Source: an optimization exercise on an open RTL-to-GDS flow (aim: small area). Production flows keep margins and buffers that such runs may drop.
The RTL was checked by simulation tests, not by an equivalence proof against the original design.
No driver is modelled on the clock port, so clocking that relies on it looks cheaper here than on a real chip.
No activity file was given, so power comes from the tool's default toggle rates.

== run M ==
// main
module main #(
    parameter MAIN_DIV = 8,      
    parameter SCAN_DIV = 4       
)(
    input wire clk,
    input wire rst,    
    input wire btnC,   
    input wire btnL,   
    input wire btnR,   
    input wire [7:0] num1,   
    input wire [7:0] num2,   
    output wire [6:0] seg,            
    output wire [3:0] an,              
    output wire multiplicationFinished    
);
Size in the first run: ~480 cells after synthesis, ~33 I/O pins, about 3500 µm² of cells after synthesis.
==> module step_ctrl, before the edit <==
module step_ctrl(
    input wire clk, input wire rst, input wire btnC,
    output wire mtick, output wire stick, output wire load, output wire mdiv3
);
    reg [3:0] mdiv;
    assign mtick = &mdiv;
    assign mdiv3 = mdiv[3];
    assign stick = (mdiv[2:0] == 3'd3);
    always @(posedge clk) begin
        if (rst) mdiv <= 4'd8;
        else     mdiv <= {mdiv[3] ^ (&mdiv[2:0]), mdiv[2] ^ (&mdiv[1:0]), mdiv[1] ^ mdiv[0], ~mdiv[0]};
    end
    reg [1:0] crun;
    reg cs1, cs2;
    assign load = cs2;
    always @(posedge clk) begin
        if (rst) begin
            crun <= 2'd0;
            cs1 <= 1'b0;
            cs2 <= 1'b0;
        end else if (mtick) begin
            crun <= btnC ? {crun[1] | crun[0], crun[1] | ~crun[0]} : 2'd0;
            cs1 <= &crun;
            cs2 <= cs1;
        end
    end
endmodule
==> module main, before the edit <==
module main #(
    parameter MAIN_DIV = 8,      
    parameter SCAN_DIV = 4       
)(
    input wire clk,
    input wire rst,    
    input wire btnC,   
    input wire btnL,   
    input wire btnR,   
    input wire [7:0] num1,   
    input wire [7:0] num2,   
    output wire [6:0] seg,            
    output wire [3:0] an,              
    output wire multiplicationFinished    
);
    wire mtick, stick, load, mdiv3;
    step_ctrl ctrl(.clk(clk), .rst(rst), .btnC(btnC), .mtick(mtick), .stick(stick), .load(load), .mdiv3(mdiv3));
    wire [7:0] mag1, mag2;
    abs8 abs1(.x(num1), .y(mag1));
    abs8 abs2(.x(num2), .y(mag2));
    reg [7:0] mcand;         
    reg [16:0] mplier;       
    reg [16:0] prod;         
    reg sign;
    assign multiplicationFinished = (mcand == 8'd0);
    reg cvt;                 
    wire cvt_step = cvt & ~mdiv3;
    wire [16:0] mplier_dbl;
    bcd_dbl dbl(.x(mplier), .cin(cvt_step & mplier[16]), .y(mplier_dbl));
    wire add_en = mtick & ~load & mcand[0];
    wire [16:0] sum;
    bcd_add adder(.a(prod), .b(mplier & {17{add_en}}), .y(sum));
    always @(posedge clk) begin
        if (rst) begin
            mcand <= 8'd0;
            sign <= 1'b0;
        end else if (mtick) begin
            if (load) begin
                mcand <= mag2;
                sign <= (num1[7] ^ num2[7]) && num1 != 8'd0 && num2 != 8'd0;
            end else begin
                mcand <= {1'b0, mcand[7:1]};
            end
        end
    end
    always @(posedge clk) begin
        if (rst || (mtick && load)) prod <= 17'h06666;
        else                        prod <= sum;
    end
    always @(posedge clk) begin
        if (mtick) cvt <= load;
    end
    always @(posedge clk) begin
        if (mtick) begin
            if (load) mplier <= {mag1, 9'd0};
            else      mplier <= mplier_dbl;
        end else if (cvt_step) begin
            mplier <= {mplier[15:9], 1'b0, mplier_dbl[8:0]};
        end
    end
    wire [1:0] pos, wsel;
    scroller scr(.clk(clk), .rst(rst | load), .stick(stick), .btnL(btnL), .btnR(btnR),
                 .pos(pos), .wsel(wsel));
    display disp(.pos(pos), .wsel(wsel), .prod(prod), .sign(sign), .seg(seg), .an(an));
endmodule
Settings: LEC_CHECK=0, ABC_AREA=1, CAP_MARGIN=20, CORE_MARGIN=2, CORE_UTILIZATION=40, PLACE_DENSITY=0.6, SLEW_MARGIN=20; clock period 20.0 ns.
standard.sh (not shown) runs the stock make flow with config.mk's settings and CLKGATE_MAP_FILE= SYNTH_SCRIPT=/design/flow/synth_recipe.tcl, a recipe that flattens the netlist after the stock synthesis.
==> flow/flow/run.sh <==
#!/bin/bash
# Own layout flow: the standard synthesis; then the combinational logic
# between the registers re-mapped by ABC for area with a few scripts, keeping
# the smallest netlist (registers, their names and cell types untouched);
# then the standard layout with small port buffers and no CTS dummy loads.
set -euo pipefail
WORK=$(pwd)
FLOW=$WORK/flow
R=$WORK/orfs/results/${FLOW_PLATFORM}/main/base
LIB=$FLOW_HOME/platforms/${FLOW_PLATFORM}/lib/sky130_fd_sc_hd__tt_025C_1v80.lib

# 1. standard synthesis
bash standard.sh synth > $WORK/flow_synth.log 2>&1

# 2. re-map the logic
cp $R/1_2_yosys.v $WORK/std_netlist.v
python3 $FLOW/genmodels.py $LIB > $WORK/cell_models.v 2> $WORK/flow_genmodels.log
DU=$(sed -n '/DONT_USE_CELLS +=/,/^#/p' $FLOW_HOME/platforms/${FLOW_PLATFORM}/config.mk \
     | grep -o "sky130_fd_sc_hd__[a-z0-9_]*" | sed 's/^/-dont_use /' | tr '\n' ' ')
regs() { grep -oE "sky130_fd_sc_hd__[a-z0-9]*df[a-z0-9_]* +[^ (]+" "$1" | sort; }
best=""; best_area=""
for S in $FLOW/resynth_*.abc; do
  n=$(basename $S .abc)
  timeout 600 yosys -l $WORK/flow_$n.log -p "
read_verilog $WORK/cell_models.v
read_verilog $WORK/std_netlist.v
hierarchy -top $FLOW_TOP
flatten
opt -purge
techmap
opt -fast -purge
abc -liberty $LIB $DU -script $S
opt_clean -purge
hilomap -singleton -hicell sky130_fd_sc_hd__conb_1 HI -locell sky130_fd_sc_hd__conb_1 LO
insbuf -buf sky130_fd_sc_hd__buf_1 A X
splitnets
opt_clean -purge
tee -o $WORK/$n.stat stat -liberty $LIB
write_verilog -noattr -nohex -nodec $WORK/$n.v
" > /dev/null 2>&1 || continue
  area=$(grep "Chip area" $WORK/$n.stat | grep -oE "[0-9.]+$" || true)
  [[ -n "$area" ]] || continue
  # keep the registers: same instance names and cell types as the standard synthesis
  [[ "$(regs $WORK/std_netlist.v)" == "$(regs $WORK/$n.v)" ]] || { echo "$n: register mismatch" >> $WORK/flow_pick.log; continue; }
  echo "$n: $area" >> $WORK/flow_pick.log
  if [[ -z "$best" ]] || awk "BEGIN{exit !($area < $best_area)}"; then best=$n; best_area=$area; fi
done
echo "picked: ${best:-standard}" >> $WORK/flow_pick.log
if [[ -n "$best" ]]; then
  cp $WORK/$best.v $R/1_2_yosys.v
  touch $R/1_2_yosys.v
fi

# 3. layout up to clock tree synthesis
CTS_ARGS="-sink_clustering_enable -repair_clock_nets -dont_use_dummy_load -buf_list {sky130_fd_sc_hd__clkbuf_4}"
bash standard.sh "BUFFER_PORTS_ARGS=-buffer_cell sky130_fd_sc_hd__buf_1" "CTS_ARGS=$CTS_ARGS" cts > $WORK/flow_layout_cts.log 2>&1

# 4. upsize the clock buffers with the largest fanout
CTS_ODB=$R/4_cts.odb CTS_SMALL_BUF=sky130_fd_sc_hd__clkbuf_4 CTS_BIG_BUF=sky130_fd_sc_hd__clkbuf_8 CTS_MAX_FANOUT=10 \
  openroad -no_init -exit $FLOW/cts_fix.tcl > $WORK/flow_cts_fix.log 2>&1
touch $R/4_cts.odb

# 5. rest of the layout
bash standard.sh "BUFFER_PORTS_ARGS=-buffer_cell sky130_fd_sc_hd__buf_1" "CTS_ARGS=$CTS_ARGS" finish > $WORK/flow_layout.log 2>&1
Other scripts of this flow, unchanged in this note and not shown: flow/flow/cts_fix.tcl, flow/flow/genmodels.py, flow/flow/resynth_a1.abc, flow/flow/resynth_a4.abc, flow/flow/resynth_a5.abc, flow/flow/resynth_a7.abc, flow/flow/resynth_b1.abc
Every stage of the flow completed for run M, and the final layout passed the timing, design-rule and antenna checks.
The inputs of run Y differ from those of run M as listed below.
-- flow/design.v --
<<< run M, line 398
module step_ctrl(
    input wire clk, input wire rst, input wire btnC,
    output wire mtick, output wire stick, output wire load, output wire mdiv3
);
    reg [3:0] mdiv;
    assign mtick = &mdiv;
    assign mdiv3 = mdiv[3];
    assign stick = (mdiv[2:0] == 3'd3);
    always @(posedge clk) begin
>>> run Y, line 398
module step_ctrl(
    input wire clk, input wire rst, input wire btnC,
    output wire mtick, output wire stick, output wire load, output wire mdiv3,
    output wire mdiv8
);
    reg [3:0] mdiv;
    assign mtick = &mdiv;
    assign mdiv3 = mdiv[3];
    assign mdiv8 = (mdiv == 4'd8);
    assign stick = (mdiv[2:0] == 3'd3);
    always @(posedge clk) begin
<<< run M, line 514
    output wire multiplicationFinished    
);
    wire mtick, stick, load, mdiv3;
    step_ctrl ctrl(.clk(clk), .rst(rst), .btnC(btnC), .mtick(mtick), .stick(stick), .load(load), .mdiv3(mdiv3));
    wire [7:0] mag1, mag2;
    abs8 abs1(.x(num1), .y(mag1));
    abs8 abs2(.x(num2), .y(mag2));
    reg [7:0] mcand;         
    reg [16:0] mplier;       
    reg [16:0] prod;         
    reg sign;
    assign multiplicationFinished = (mcand == 8'd0);
    reg cvt;                 
    wire cvt_step = cvt & ~mdiv3;
    wire [16:0] mplier_dbl;
    bcd_dbl dbl(.x(mplier), .cin(cvt_step & mplier[16]), .y(mplier_dbl));
    wire add_en = mtick & ~load & mcand[0];
    wire [16:0] sum;
    bcd_add adder(.a(prod), .b(mplier & {17{add_en}}), .y(sum));
>>> run Y, line 516
    output wire multiplicationFinished    
);
    wire mtick, stick, load, mdiv3, mdiv8;
    step_ctrl ctrl(.clk(clk), .rst(rst), .btnC(btnC), .mtick(mtick), .stick(stick), .load(load), .mdiv3(mdiv3), .mdiv8(mdiv8));
    reg [7:0] mcand;         
    reg mcand_seen;
    wire mcand_b0 = mcand[0] ^ (mcand[7] & mcand_seen);
    reg [16:0] mplier;       
    reg [16:0] prod;         
    reg sign;
    assign multiplicationFinished = mcand[7] ? ((&mcand) & mcand_seen) : (mcand == 8'd0);
    reg cvt;                 
    wire neg1 = sign ^ mcand[7];
    wire cvt_step = cvt & ~mdiv3;
    wire cvt_done = cvt & mdiv8;         
    wire mag1_bit = mplier[16] ^ (neg1 & (|mplier[15:9]));
    wire [16:0] mplier_dbl;
    bcd_dbl dbl(.x(mplier), .cin(cvt_step & mag1_bit), .y(mplier_dbl));
    wire add_en = mtick & ~load & mcand_b0;
    wire [16:0] sum;
    bcd_add adder(.a(prod), .b(mplier & {17{add_en}}), .y(sum));
<<< run M, line 534
        if (rst) begin
            mcand <= 8'd0;
            sign <= 1'b0;
        end else if (mtick) begin
            if (load) begin
                mcand <= mag2;
                sign <= (num1[7] ^ num2[7]) && num1 != 8'd0 && num2 != 8'd0;
            end else begin
                mcand <= {1'b0, mcand[7:1]};
            end
        end
    end
>>> run Y, line 538
        if (rst) begin
            mcand <= 8'd0;
            mcand_seen <= 1'b0;
            sign <= 1'b0;
        end else if (mtick) begin
            if (load) begin
                mcand <= num2;
                mcand_seen <= 1'b0;
                sign <= num1[7] ^ num2[7];
            end else begin
                mcand <= {mcand[7], mcand[7:1]};
                mcand_seen <= mcand_seen | mcand[0];
            end
        end else if (cvt_done) begin
            sign <= sign & ~multiplicationFinished & (|mplier[8:0]);
        end
    end
<<< run M, line 553
    always @(posedge clk) begin
        if (mtick) begin
            if (load) mplier <= {mag1, 9'd0};
            else      mplier <= mplier_dbl;
        end else if (cvt_step) begin
>>> run Y, line 562
    always @(posedge clk) begin
        if (mtick) begin
            if (load) mplier <= {num1, 9'd0};
            else      mplier <= mplier_dbl;
        end else if (cvt_step) begin
Notes after the runs:
- Of run Y and run M, it is run Y that has the lower area inside the core boundary.
- The sequential power was comparable across run Y and run M.
- Compared with run M, in run Y count of multi-input gates lower, sequential cell area share higher.
- Run M -> run Y: final weighted congestion of routability-driven global placement decreased by a few percent
- Cell count: run Y lower than run M
- Compared with run M, in run Y number of inserted filler cells in the final layout lost 51; mean number of vias per cell -2.2%; share of post-route cells with drive strength above 1 now larger; number of vias after detailed routing went down 7.8%; number of global-route vias before repair -about 4.7%.
- In run Y the power per cell area turned out 4.7% higher than in run M.
- Total power delta (run Y -> run M): insignificant

separate check: timing with driven ports:
The flow's constraints put no driver on any port. The routed layouts listed below were extracted and timed again, unchanged, in two steps. Step 1, drivers: a clkbuf_16 drives clk and a buf_2 each remaining input, both assumed. Step 2 times the ports against the registers' clock, not the clock port: input delays grow and output delays shrink by t, the midpoint of the rising clock arrivals with the driver on. Three values: ideal, step 1, step 2; two values: the first two.
run	t, ns	setup WS [ns]	worst setup path at the end	slew at the worst register clock pin (ns)	worst slew at a driven data input, ns
run M	0.428	11.339 / 11.339 / 11.339	register to register	0.10 / 0.10	0.03
run Y	0.419	12.170 / 12.170 / 12.170	register to register	0.11 / 0.11	0.03
After both steps every run listed still meets setup and hold.
